Background: an optimization exercise with open tools, aiming at small area, a short achievable clock period and few clock cycles. Do not read the settings as production practice. RTL that was checked went through simulation tests only; none was proved equivalent to the original. No activity file was given, so power comes from the tool's default toggle rates.

==> module proc, before the edit <==
module proc (
   imem_addr, dmem_addr, dmem_wdata, dmem_en, dmem_wr, halt,
   clk, rst, imem_rdata, dmem_rdata
   );
   input clk;
   input rst;
   output [15:0] imem_addr;
   input  [15:0] imem_rdata;
   output [15:0] dmem_addr;
   output [15:0] dmem_wdata;
   output        dmem_en;
   output        dmem_wr;
   input  [15:0] dmem_rdata;
   output        halt;
   reg  [15:0] ir;
   reg  [15:1] f;               
   reg  [15:0] r0, r1, r2, r3, r4, r5, r6, r7;
   wire [4:0]  op = ir[15:11];
   wire [2:0]  rs = ir[10:8];
   wire [2:0]  rt = ir[7:5];
   wire [2:0]  rd = ir[4:2];
   reg  [15:0] a, b;
   always @* begin
      case (rs)
        3'd0: a = r0; 3'd1: a = r1; 3'd2: a = r2; 3'd3: a = r3;
        3'd4: a = r4; 3'd5: a = r5; 3'd6: a = r6; default: a = r7;
      endcase
      case (rt)
        3'd0: b = r0; 3'd1: b = r1; 3'd2: b = r2; 3'd3: b = r3;
        3'd4: b = r4; 3'd5: b = r5; 3'd6: b = r6; default: b = r7;
      endcase
   end
   wire [15:0] s5  = {{11{ir[4]}}, ir[4:0]};
   wire [15:0] z5  = {11'd0, ir[4:0]};
   wire [15:0] s8  = {{8{ir[7]}}, ir[7:0]};
   wire        jr   = (op[4:2] == 3'b001) & op[0];        
   wire [15:0] agu  = a + (jr ? s8 : s5);
   wire        az   = ~|a;
   wire        bcond = (op[1:0] == 2'b00) ?  az :
                       (op[1:0] == 2'b01) ? ~az :
                       (op[1:0] == 2'b10) ?  a[15] : ~a[15];
   wire        isbr = (op[4:2] == 3'b011);
   wire        isj  = (op[4:2] == 3'b001) & ~op[0];       
   wire        taken = (isbr & bcond) | isj;
   wire [15:1] boff = isj ? {{5{ir[10]}}, ir[10:1]} : {{8{ir[7]}}, ir[7:1]};
   wire [15:1] btgt = f + boff;
   wire [15:1] nxt  = jr ? agu[15:1] : taken ? btgt : f;
   assign imem_addr = {nxt, 1'b0};
   always @(posedge clk) begin
      if (rst) begin
         f  <= 15'd0;
         ir <= {5'b00001, imem_rdata[10:0]};            
      end else begin
         f  <= nxt + 15'd1;
         ir <= imem_rdata;
      end
   end
   assign halt = (op == 5'b00000);
   wire        isst = (op == 5'b10000) | (op == 5'b10011);
   wire        isld = (op == 5'b10001);
   assign dmem_addr  = agu;
   assign dmem_wdata = b;
   assign dmem_en    = isst | isld;
   assign dmem_wr    = isst;
   wire        rfmt = (op[4:3] == 2'b11);
   wire        sub  = rfmt ? ((op[2:0] == 3'b011) ? ir[0] : (op[2:0] == 3'b101 || op[2:0] == 3'b110))
                           : 1'b1;                        
   wire [15:0] ax   = sub ? ~a : a;
   wire [15:0] by   = rfmt ? b : s5;
   wire [16:0] sum  = {1'b0, ax} + {1'b0, by} + {16'd0, sub};
   wire        eq   = (a == b);
   wire        sle  = (a[15] & ~b[15]) | (~(a[15] ^ b[15]) & sum[16]);
   wire        slt  = sle & ~eq;
   wire [15:0] lb   = rfmt ? b : z5;
   wire [15:0] lres = ((rfmt ? ir[0] : op[0]) ? (a & ~lb) : (a ^ lb));
   wire [1:0]  sht  = rfmt ? ir[1:0] : op[1:0];
   wire [3:0]  cnt  = rfmt ? b[3:0] : ir[3:0];
   wire [3:0]  k    = sht[1] ? (4'd0 - cnt) : cnt;
   wire [15:0] t1   = k[0] ? {a[14:0], a[15]}    : a;
   wire [15:0] t2   = k[1] ? {t1[13:0], t1[15:14]} : t1;
   wire [15:0] t3   = k[2] ? {t2[11:0], t2[15:12]} : t2;
   wire [15:0] rot  = k[3] ? {t3[7:0], t3[15:8]}   : t3;
   reg  [15:0] mask;
   integer i;
   always @* begin
      for (i = 0; i < 16; i = i + 1)
        mask[i] = ~sht[0] | (sht[1] ? (15 - i >= cnt) : (i >= cnt));
   end
   wire [15:0] shres = rot & mask;
   reg  [15:0] btr;
   always @* begin
      for (i = 0; i < 16; i = i + 1)
        btr[i] = a[15 - i];
   end
   reg  [15:0] wd;
   reg  [2:0]  wa;
   reg         we;
   always @* begin
      wd = agu; wa = rd; we = 1'b0;
      case (op)
        5'b01000: begin we = 1; wa = rt; wd = agu; end                
        5'b01001: begin we = 1; wa = rt; wd = sum[15:0]; end          
        5'b01010, 5'b01011: begin we = 1; wa = rt; wd = lres; end     
        5'b10100, 5'b10101, 5'b10110, 5'b10111:
                  begin we = 1; wa = rt; wd = shres; end              
        5'b10001: begin we = 1; wa = rt; wd = dmem_rdata; end         
        5'b10011: begin we = 1; wa = rs; wd = agu; end                
        5'b11001: begin we = 1; wa = rd; wd = btr; end                
        5'b11011: begin we = 1; wa = rd; wd = ir[1] ? lres : sum[15:0]; end
        5'b11010: begin we = 1; wa = rd; wd = shres; end
        5'b11100: begin we = 1; wa = rd; wd = {15'd0, eq}; end
        5'b11101: begin we = 1; wa = rd; wd = {15'd0, slt}; end
        5'b11110: begin we = 1; wa = rd; wd = {15'd0, sle}; end
        5'b11111: begin we = 1; wa = rd; wd = {15'd0, sum[16]}; end
        5'b11000: begin we = 1; wa = rs; wd = s8; end                 
        5'b10010: begin we = 1; wa = rs; wd = {a[7:0], ir[7:0]}; end  
        5'b00110, 5'b00111: begin we = 1; wa = 3'd7; wd = {f, 1'b0}; end  
        default: ;
      endcase
   end
   always @(posedge clk) begin
      if (we) begin
         case (wa)
           3'd0: r0 <= wd; 3'd1: r1 <= wd; 3'd2: r2 <= wd; 3'd3: r3 <= wd;
           3'd4: r4 <= wd; 3'd5: r5 <= wd; 3'd6: r6 <= wd; default: r7 <= wd;
         endcase
      end
   end
endmodule
export LEC_CHECK = 0
export CAP_MARGIN = 20
export CORE_MARGIN = 2
export CORE_UTILIZATION = 40
export SETUP_SLACK_MARGIN = 4.0
export SLEW_MARGIN = 20
create_clock -name core_clock -period 9.0 [get_ports {clk}]
run.sh (not shown) runs the stock make flow with config.mk's settings and CLKGATE_MAP_FILE= SYNTH_SCRIPT=/design/flow/synth_recipe.tcl, a recipe that flattens the netlist after the stock synthesis.
The baseline ran to the end with no violations.
Testbench counts at the start, summed over its fixed seeds: cycles 87,473.
Then changed:
--- a/flow/design.v
+++ b/flow/design.v
@@ -17,33 +17,30 @@
    reg  [15:0] r0, r1, r2, r3, r4, r5, r6, r7;
    wire [4:0]  op = ir[15:11];
    wire [2:0]  rs = ir[10:8];
    wire [2:0]  rt = ir[7:5];
    wire [2:0]  rd = ir[4:2];
-   reg  [15:0] a, b;
+   reg  [15:0] a, an, b;
+   wire [2:0]  nrs = imem_rdata[10:8];
    always @* begin
-      case (rs)
-        3'd0: a = r0; 3'd1: a = r1; 3'd2: a = r2; 3'd3: a = r3;
-        3'd4: a = r4; 3'd5: a = r5; 3'd6: a = r6; default: a = r7;
+      case (nrs)
+        3'd0: an = r0; 3'd1: an = r1; 3'd2: an = r2; 3'd3: an = r3;
+        3'd4: an = r4; 3'd5: an = r5; 3'd6: an = r6; default: an = r7;
       endcase
       case (rt)
         3'd0: b = r0; 3'd1: b = r1; 3'd2: b = r2; 3'd3: b = r3;
         3'd4: b = r4; 3'd5: b = r5; 3'd6: b = r6; default: b = r7;
       endcase
    end
    wire [15:0] s5  = {{11{ir[4]}}, ir[4:0]};
    wire [15:0] z5  = {11'd0, ir[4:0]};
    wire [15:0] s8  = {{8{ir[7]}}, ir[7:0]};
+   reg  [7:5]  ix;
    wire        jr   = (op[4:2] == 3'b001) & op[0];        
-   wire [15:0] agu  = a + (jr ? s8 : s5);
-   wire        az   = ~|a;
-   wire        bcond = (op[1:0] == 2'b00) ?  az :
-                       (op[1:0] == 2'b01) ? ~az :
-                       (op[1:0] == 2'b10) ?  a[15] : ~a[15];
-   wire        isbr = (op[4:2] == 3'b011);
+   wire [15:0] agu  = a + {{8{ix[7]}}, ix, ir[4:0]};
+   reg         taken;
    wire        isj  = (op[4:2] == 3'b001) & ~op[0];       
-   wire        taken = (isbr & bcond) | isj;
    wire [15:1] boff = isj ? {{5{ir[10]}}, ir[10:1]} : {{8{ir[7]}}, ir[7:1]};
    wire [15:1] btgt = f + boff;
    wire [15:1] nxt  = jr ? agu[15:1] : taken ? btgt : f;
    assign imem_addr = {nxt, 1'b0};
    always @(posedge clk) begin
@@ -116,10 +113,22 @@
         5'b10010: begin we = 1; wa = rs; wd = {a[7:0], ir[7:0]}; end  
         5'b00110, 5'b00111: begin we = 1; wa = 3'd7; wd = {f, 1'b0}; end  
         default: ;
       endcase
    end
+   wire [15:0] av   = (we && wa == nrs) ? wd : an;
+   wire [4:0]  nop_ = imem_rdata[15:11];
+   wire        naz  = ~|av;
+   wire        nbc  = (nop_[1:0] == 2'b00) ?  naz :
+                      (nop_[1:0] == 2'b01) ? ~naz :
+                      (nop_[1:0] == 2'b10) ?  av[15] : ~av[15];
+   wire        ntk  = ((nop_[4:2] == 3'b011) & nbc) | ((nop_[4:2] == 3'b001) & ~nop_[0]);
+   always @(posedge clk) begin
+      a     <= av;
+      taken <= ~rst & ntk;
+      ix    <= ((nop_[4:2] == 3'b001) & nop_[0]) ? imem_rdata[7:5] : {3{imem_rdata[4]}};
+   end
    always @(posedge clk) begin
       if (we) begin
          case (wa)
            3'd0: r0 <= wd; 3'd1: r1 <= wd; 3'd2: r2 <= wd; 3'd3: r3 <= wd;
            3'd4: r4 <= wd; 3'd5: r5 <= wd; 3'd6: r6 <= wd; default: r7 <= wd;
The new run produced a clean layout.
Design area rose by a few percent.
Wire length came out higher by roughly a tenth.
Combinational power rises by a few percent.
Core utilization went down by 4.4 points.
Power came out higher by roughly a tenth.
Via count is higher by roughly a tenth.
Final cell count is higher by a little under a tenth.
Function not checked in the second run of this note: the RTL went through the layout flow alone.


The RTL this note starts from:
==> flow/design.v <==
module proc (
   imem_addr, dmem_addr, dmem_wdata, dmem_en, dmem_wr, halt,
   clk, rst, imem_rdata, dmem_rdata
   );
   input clk;
   input rst;
   output [15:0] imem_addr;
   input  [15:0] imem_rdata;
   output [15:0] dmem_addr;
   output [15:0] dmem_wdata;
   output        dmem_en;
   output        dmem_wr;
   input  [15:0] dmem_rdata;
   output        halt;
   function [16:0] pfx16;
      input [15:0] p, g;
      input        cin;
      reg   [15:0] gg, pp;
      integer      l, m, n;
      begin
         gg = g;
         pp = p;
         gg[0] = g[0] | (p[0] & cin);
         for (l = 1; l < 16; l = l * 2)
            for (m = 0; m < 16; m = m + 1)
               if (m & l) begin
                  n = (m & ~(2 * l - 1)) + l - 1;
                  gg[m] = gg[m] | (pp[m] & gg[n]);
                  pp[m] = pp[m] & pp[n];
               end
         pfx16 = {gg[15], p ^ {gg[14:0], cin}};
      end
   endfunction
   wire [15:0] ni  = imem_rdata;
   wire [4:0]  nop = ni[15:11];
   wire [2:0]  nrs = ni[10:8];
   wire [2:0]  nrt = ni[7:5];
   wire n_rfmt  = (nop[4:3] == 2'b11) & (nop[2:1] != 2'b00);    
   wire n_addi  = (nop == 5'b01000);
   wire n_subi  = (nop == 5'b01001);
   wire n_logi  = (nop[4:1] == 4'b0101);                       
   wire n_shi   = (nop[4:2] == 3'b101);                        
   wire n_st    = (nop == 5'b10000);
   wire n_ld    = (nop == 5'b10001);
   wire n_slbi  = (nop == 5'b10010);
   wire n_stu   = (nop == 5'b10011);
   wire n_btr   = (nop == 5'b11001);
   wire n_lbi   = (nop == 5'b11000);
   wire n_arith = (nop == 5'b11011);                           
   wire n_shr   = (nop == 5'b11010);                           
   wire n_cmp   = (nop[4:2] == 3'b111);                        
   wire n_br    = (nop[4:2] == 3'b011);
   wire n_j     = (nop[4:2] == 3'b001) & ~nop[0];              
   wire n_jr    = (nop[4:2] == 3'b001) &  nop[0];              
   wire n_link  = (nop[4:1] == 4'b0011);                       
   wire       n_we = n_addi | n_subi | n_logi | n_shi | n_ld | n_slbi | n_stu |
                     n_btr | n_lbi | n_arith | n_shr | n_cmp | n_link;
   wire [2:0] n_wa = n_link ? 3'd7 :
                     (n_lbi | n_slbi | n_stu) ? nrs :
                     (n_btr | n_arith | n_shr | n_cmp) ? ni[4:2] : nrt;
   reg  [15:0] r0, r1, r2, r3, r4, r5, r6, r7;
   reg  [15:0] an, bn;
   always @* begin
      case (nrs)
        3'd0: an = r0; 3'd1: an = r1; 3'd2: an = r2; 3'd3: an = r3;
        3'd4: an = r4; 3'd5: an = r5; 3'd6: an = r6; default: an = r7;
      endcase
      case (nrt)
        3'd0: bn = r0; 3'd1: bn = r1; 3'd2: bn = r2; 3'd3: bn = r3;
        3'd4: bn = r4; 3'd5: bn = r5; 3'd6: bn = r6; default: bn = r7;
      endcase
   end
   reg  [15:1] t;            
   reg  [7:0]  agl;          
   reg         x_inc, x_dec;     
   reg         nx_agu;       
   reg  [15:0] a, b;         
   reg         we;
   reg  [2:0]  wa;
   reg         x_en, x_wr, x_halt;
   reg         x_sub, x_andn;
   reg  [1:0]  x_sht, x_cmpt;
   reg         s_agu, s_add, s_log, s_sh, s_btr, s_cmp, s_imm, s_slbi, s_ld;
   wire [15:8] agh   = x_inc ? a[15:8] + 8'd1 : x_dec ? a[15:8] - 8'd1 : a[15:8];
   wire [15:0] agu   = {agh, agl};
   assign dmem_addr  = agu;
   assign dmem_wdata = b;
   assign dmem_en    = x_en;
   assign dmem_wr    = x_wr;
   assign halt       = x_halt;
   wire [15:1] nxt   = nx_agu ? agu[15:1] : t;
   assign imem_addr  = {nxt, 1'b0};
   wire [15:0] ax   = x_sub ? ~a : a;
   wire [15:0] p    = ax ^ b;
   wire [16:0] sum  = pfx16(p, ax & b, x_sub);
   wire        eq   = x_sub ? &p : ~|p;           
   wire        sle  = (a[15] & ~b[15]) | (~(a[15] ^ b[15]) & sum[16]);
   wire        cmpb = (x_cmpt == 2'd0) ? eq :
                      (x_cmpt == 2'd1) ? (sle & ~eq) :
                      (x_cmpt == 2'd2) ? sle : sum[16];
   wire [15:0] lres = p & (a | {16{~x_andn}});     
   wire [3:0]  k    = b[3:0];
   wire [15:0] t1   = k[0] ? {a[14:0], a[15]}      : a;
   wire [15:0] t2   = k[1] ? {t1[13:0], t1[15:14]} : t1;
   wire [15:0] t3   = k[2] ? {t2[11:0], t2[15:12]} : t2;
   wire [15:0] rot  = k[3] ? {t3[7:0], t3[15:8]}   : t3;
   reg  [15:0] mask, btr;
   integer i;
   always @* begin
      for (i = 0; i < 16; i = i + 1) begin
         mask[i] = ~x_sht[0] | (x_sht[1] ? (i < k || k == 4'd0) : (i >= k));
         btr[i]  = a[15 - i];
      end
   end
   wire [15:0] shres = rot & mask;
   wire [15:0] wd = ({16{s_agu}}  & agu) |
                    ({16{s_add}}  & sum[15:0]) |
                    ({16{s_log}}  & lres) |
                    ({16{s_sh}}   & shres) |
                    ({16{s_btr}}  & btr) |
                    ({16{s_cmp}}  & {15'd0, cmpb}) |
                    ({16{s_imm}}  & {s_slbi ? a[7:0] : b[15:8], b[7:0]}) |
                    ({16{s_ld}}   & dmem_rdata);
   always @(posedge clk) begin
      if (we) begin
         case (wa)
           3'd0: r0 <= wd; 3'd1: r1 <= wd; 3'd2: r2 <= wd; 3'd3: r3 <= wd;
           3'd4: r4 <= wd; 3'd5: r5 <= wd; 3'd6: r6 <= wd; default: r7 <= wd;
         endcase
      end
   end
   wire [15:0] n_s5 = {{11{ni[4]}}, ni[4:0]};
   wire [15:0] n_z5 = {11'd0, ni[4:0]};
   wire [15:0] n_s8 = {{8{ni[7]}}, ni[7:0]};
   wire [15:0] fa   = (we && wa == nrs) ? wd : an;
   wire [15:0] fb   = (we && wa == nrt) ? wd : bn;
   wire [7:0]  n_imm = n_jr ? ni[7:0] : {{3{ni[4]}}, ni[4:0]};
   wire [8:0]  n_agl = {1'b0, fa[7:0]} + {1'b0, n_imm};
   wire [15:1] n_off = n_j ? {{5{ni[10]}}, ni[10:1]} : {{8{ni[7]}}, ni[7:1]};
   wire [15:1] n_seq = nxt + 15'd1;
   wire [15:1] n_tgt = nxt + n_off + 15'd1;
   wire [3:0]  n_cnt = n_shi ? ni[3:0] : fb[3:0];
   wire        n_rgt = n_shi ? nop[1] : ni[1];
   wire [3:0]  n_k   = n_rgt ? 4'd0 - n_cnt : n_cnt;
   wire        n_az  = ~|fa;
   wire        n_tk  = n_j | (n_br & ((nop[1:0] == 2'b00) ?  n_az :
                                      (nop[1:0] == 2'b01) ? ~n_az :
                                      (nop[1:0] == 2'b10) ?  fa[15] : ~fa[15]));
   always @(posedge clk) begin
      a <= fa;
      b <= n_subi           ? n_s5 :
           (n_shi | n_shr)  ? {12'd0, n_k} :
           n_logi           ? n_z5 :
           (n_lbi | n_slbi) ? n_s8 :
           n_link           ? {n_seq, 1'b0} : fb;     
      agl   <= n_agl[7:0];
      x_inc <= n_agl[8] & ~n_imm[7];
      x_dec <= ~n_agl[8] & n_imm[7];
      t     <= rst ? 15'd0 : n_tk ? n_tgt : n_seq;
      we     <= ~rst & n_we;
      wa     <= n_wa;
      nx_agu <= ~rst & n_jr;
      x_en   <= ~rst & (n_st | n_ld | n_stu);
      x_wr   <= ~rst & (n_st | n_stu);
      x_halt <= ~rst & (nop == 5'b00000);
      x_sub  <= n_subi | (n_arith & (ni[1:0] == 2'b01)) | (n_cmp & (nop[1:0] == 2'b01 || nop[1:0] == 2'b10));
      x_andn <= n_rfmt ? ni[0] : nop[0];
      x_sht  <= n_rfmt ? ni[1:0] : nop[1:0];
      x_cmpt <= nop[1:0];
      s_agu  <= n_addi | n_stu;
      s_add  <= n_subi | (n_arith & ~ni[1]);
      s_log  <= n_logi | (n_arith & ni[1]);
      s_sh   <= n_shi | n_shr;
      s_btr  <= n_btr;
      s_cmp  <= n_cmp;
      s_imm  <= n_lbi | n_slbi | n_link;
      s_slbi <= n_slbi;
      s_ld   <= n_ld;
   end
endmodule
Settings: LEC_CHECK=0, ABC_AREA=1, CAP_MARGIN=20, CORE_MARGIN=2, CORE_UTILIZATION=40, CTS_BUF_LIST=sky130_fd_sc_hd__clkbuf_16, CTS_CLUSTER_DIAMETER=120, CTS_CLUSTER_SIZE=25, SETUP_SLACK_MARGIN=5.0, SLEW_MARGIN=20; clock period 9.0 ns.
Next try:
--- a/flow/design.v
+++ b/flow/design.v
@@ -67,31 +67,35 @@
       endcase
       case (nrt)
         3'd0: bn = r0; 3'd1: bn = r1; 3'd2: bn = r2; 3'd3: bn = r3;
         3'd4: bn = r4; 3'd5: bn = r5; 3'd6: bn = r6; default: bn = r7;
       endcase
    end
-   reg  [15:1] t;            
+   reg  [15:1] f;            
    reg  [7:0]  agl;          
    reg         x_inc, x_dec;     
-   reg         nx_agu;       
+   reg  [15:1] bt;           
+   reg         nx_f, nx_bt, nx_agu;  
    reg  [15:0] a, b;         
    reg         we;
    reg  [2:0]  wa;
    reg         x_en, x_wr, x_halt;
-   reg         x_sub, x_andn;
-   reg  [1:0]  x_sht, x_cmpt;
-   reg         s_agu, s_add, s_log, s_sh, s_btr, s_cmp, s_imm, s_slbi, s_ld;
+   reg         x_sub;
+   reg  [1:0]  x_fn;         
+   wire        x_andn = x_fn[0];
+   wire [1:0]  x_sht  = x_fn;
+   wire [1:0]  x_cmpt = x_fn;
+   reg         s_agu, s_add, s_log, s_sh, s_btr, s_cmp, s_imm, s_slbi, s_ld, s_link;
    wire [15:8] agh   = x_inc ? a[15:8] + 8'd1 : x_dec ? a[15:8] - 8'd1 : a[15:8];
    wire [15:0] agu   = {agh, agl};
    assign dmem_addr  = agu;
    assign dmem_wdata = b;
    assign dmem_en    = x_en;
    assign dmem_wr    = x_wr;
    assign halt       = x_halt;
-   wire [15:1] nxt   = nx_agu ? agu[15:1] : t;
+   wire [15:1] nxt   = ({15{nx_f}} & f) | ({15{nx_bt}} & bt) | ({15{nx_agu}} & agu[15:1]);
    assign imem_addr  = {nxt, 1'b0};
    wire [15:0] ax   = x_sub ? ~a : a;
    wire [15:0] p    = ax ^ b;
    wire [16:0] sum  = pfx16(p, ax & b, x_sub);
    wire        eq   = x_sub ? &p : ~|p;           
    wire        sle  = (a[15] & ~b[15]) | (~(a[15] ^ b[15]) & sum[16]);
@@ -117,13 +121,14 @@
                     ({16{s_add}}  & sum[15:0]) |
                     ({16{s_log}}  & lres) |
                     ({16{s_sh}}   & shres) |
                     ({16{s_btr}}  & btr) |
                     ({16{s_cmp}}  & {15'd0, cmpb}) |
                     ({16{s_imm}}  & {s_slbi ? a[7:0] : b[15:8], b[7:0]}) |
-                    ({16{s_ld}}   & dmem_rdata);
+                    ({16{s_ld}}   & dmem_rdata) |
+                    ({16{s_link}} & {f, 1'b0});
    always @(posedge clk) begin
       if (we) begin
          case (wa)
            3'd0: r0 <= wd; 3'd1: r1 <= wd; 3'd2: r2 <= wd; 3'd3: r3 <= wd;
            3'd4: r4 <= wd; 3'd5: r5 <= wd; 3'd6: r6 <= wd; default: r7 <= wd;
          endcase
@@ -134,47 +139,46 @@
    wire [15:0] n_s8 = {{8{ni[7]}}, ni[7:0]};
    wire [15:0] fa   = (we && wa == nrs) ? wd : an;
    wire [15:0] fb   = (we && wa == nrt) ? wd : bn;
    wire [7:0]  n_imm = n_jr ? ni[7:0] : {{3{ni[4]}}, ni[4:0]};
    wire [8:0]  n_agl = {1'b0, fa[7:0]} + {1'b0, n_imm};
    wire [15:1] n_off = n_j ? {{5{ni[10]}}, ni[10:1]} : {{8{ni[7]}}, ni[7:1]};
-   wire [15:1] n_seq = nxt + 15'd1;
-   wire [15:1] n_tgt = nxt + n_off + 15'd1;
    wire [3:0]  n_cnt = n_shi ? ni[3:0] : fb[3:0];
    wire        n_rgt = n_shi ? nop[1] : ni[1];
    wire [3:0]  n_k   = n_rgt ? 4'd0 - n_cnt : n_cnt;
    wire        n_az  = ~|fa;
    wire        n_tk  = n_j | (n_br & ((nop[1:0] == 2'b00) ?  n_az :
                                       (nop[1:0] == 2'b01) ? ~n_az :
                                       (nop[1:0] == 2'b10) ?  fa[15] : ~fa[15]));
    always @(posedge clk) begin
       a <= fa;
       b <= n_subi           ? n_s5 :
            (n_shi | n_shr)  ? {12'd0, n_k} :
            n_logi           ? n_z5 :
-           (n_lbi | n_slbi) ? n_s8 :
-           n_link           ? {n_seq, 1'b0} : fb;     
+           (n_lbi | n_slbi) ? n_s8 : fb;
       agl   <= n_agl[7:0];
       x_inc <= n_agl[8] & ~n_imm[7];
       x_dec <= ~n_agl[8] & n_imm[7];
-      t     <= rst ? 15'd0 : n_tk ? n_tgt : n_seq;
+      bt    <= nxt + n_off + 15'd1;
+      f        <= rst ? 15'd0 : nxt + 15'd1;
       we     <= ~rst & n_we;
       wa     <= n_wa;
+      nx_f   <= rst | ~(n_jr | n_tk);
+      nx_bt  <= ~rst & n_tk;
       nx_agu <= ~rst & n_jr;
       x_en   <= ~rst & (n_st | n_ld | n_stu);
       x_wr   <= ~rst & (n_st | n_stu);
       x_halt <= ~rst & (nop == 5'b00000);
       x_sub  <= n_subi | (n_arith & (ni[1:0] == 2'b01)) | (n_cmp & (nop[1:0] == 2'b01 || nop[1:0] == 2'b10));
-      x_andn <= n_rfmt ? ni[0] : nop[0];
-      x_sht  <= n_rfmt ? ni[1:0] : nop[1:0];
-      x_cmpt <= nop[1:0];
+      x_fn   <= (n_rfmt & ~n_cmp) ? ni[1:0] : nop[1:0];
       s_agu  <= n_addi | n_stu;
       s_add  <= n_subi | (n_arith & ~ni[1]);
       s_log  <= n_logi | (n_arith & ni[1]);
       s_sh   <= n_shi | n_shr;
       s_btr  <= n_btr;
       s_cmp  <= n_cmp;
-      s_imm  <= n_lbi | n_slbi | n_link;
+      s_imm  <= n_lbi | n_slbi;
       s_slbi <= n_slbi;
       s_ld   <= n_ld;
+      s_link <= n_link;
    end
 endmodule
What happened: Final area is lower by about 2%; global-route usage came out lower by 1.2 points; synthesized cell count decreases by 0.43%; flip-flop and latch count went up by 16; count of clock-buffer cells in the layout goes up by 1; sequential power is higher by about 10%; worst setup slack improved by 0.11 ns; sequential share of layout area rises by 2.5 points; power increases by 2.0%; wire length decreases by 3.7%.
No run of this note included a check of the RTL's function; only the layout flow was run.

port drivers added, routing unchanged:
How much do the figures lean on ideal ports? The routed layouts below were timed once more, with nothing changed but the port constraints. Step 1 sets driving cells, clkbuf_16 on the clock port and buf_2 on the other inputs (assumed; they add their load-dependent delay and slew). Step 2 adds t to the input delays and takes it off the output delays; t is the mean of the earliest and latest rising clock arrival at the registers after step 1. Input paths then give back, and output paths get back, about the clock's delay inside the block. a / b / c = ideal / step 1 / step 2; a / b = the first two.
run	t, ns	setup WS [ns]	worst hold slack (ns)	worst setup path after step 2
the first run of note 1	0.497	3.086 / 3.035 / 3.533	0.797 / 0.797 / 0.797	register to output
the second run of note 1	0.507	3.729 / 3.674 / 3.642	0.620 / 0.620 / 0.620	input to register
the first run of note 2	0.540	4.948 / 4.971 / 4.431	0.628 / 0.628 / 0.628	input to register
the second run of note 2	0.535	5.061 / 5.011 / 4.529	0.618 / 0.618 / 0.618	input to register
After both steps setup and hold are still met in every run listed. The setup slack of the second run of note 2, which loses most, moves by -0.050 ns with the drivers and by -0.532 ns with both steps.
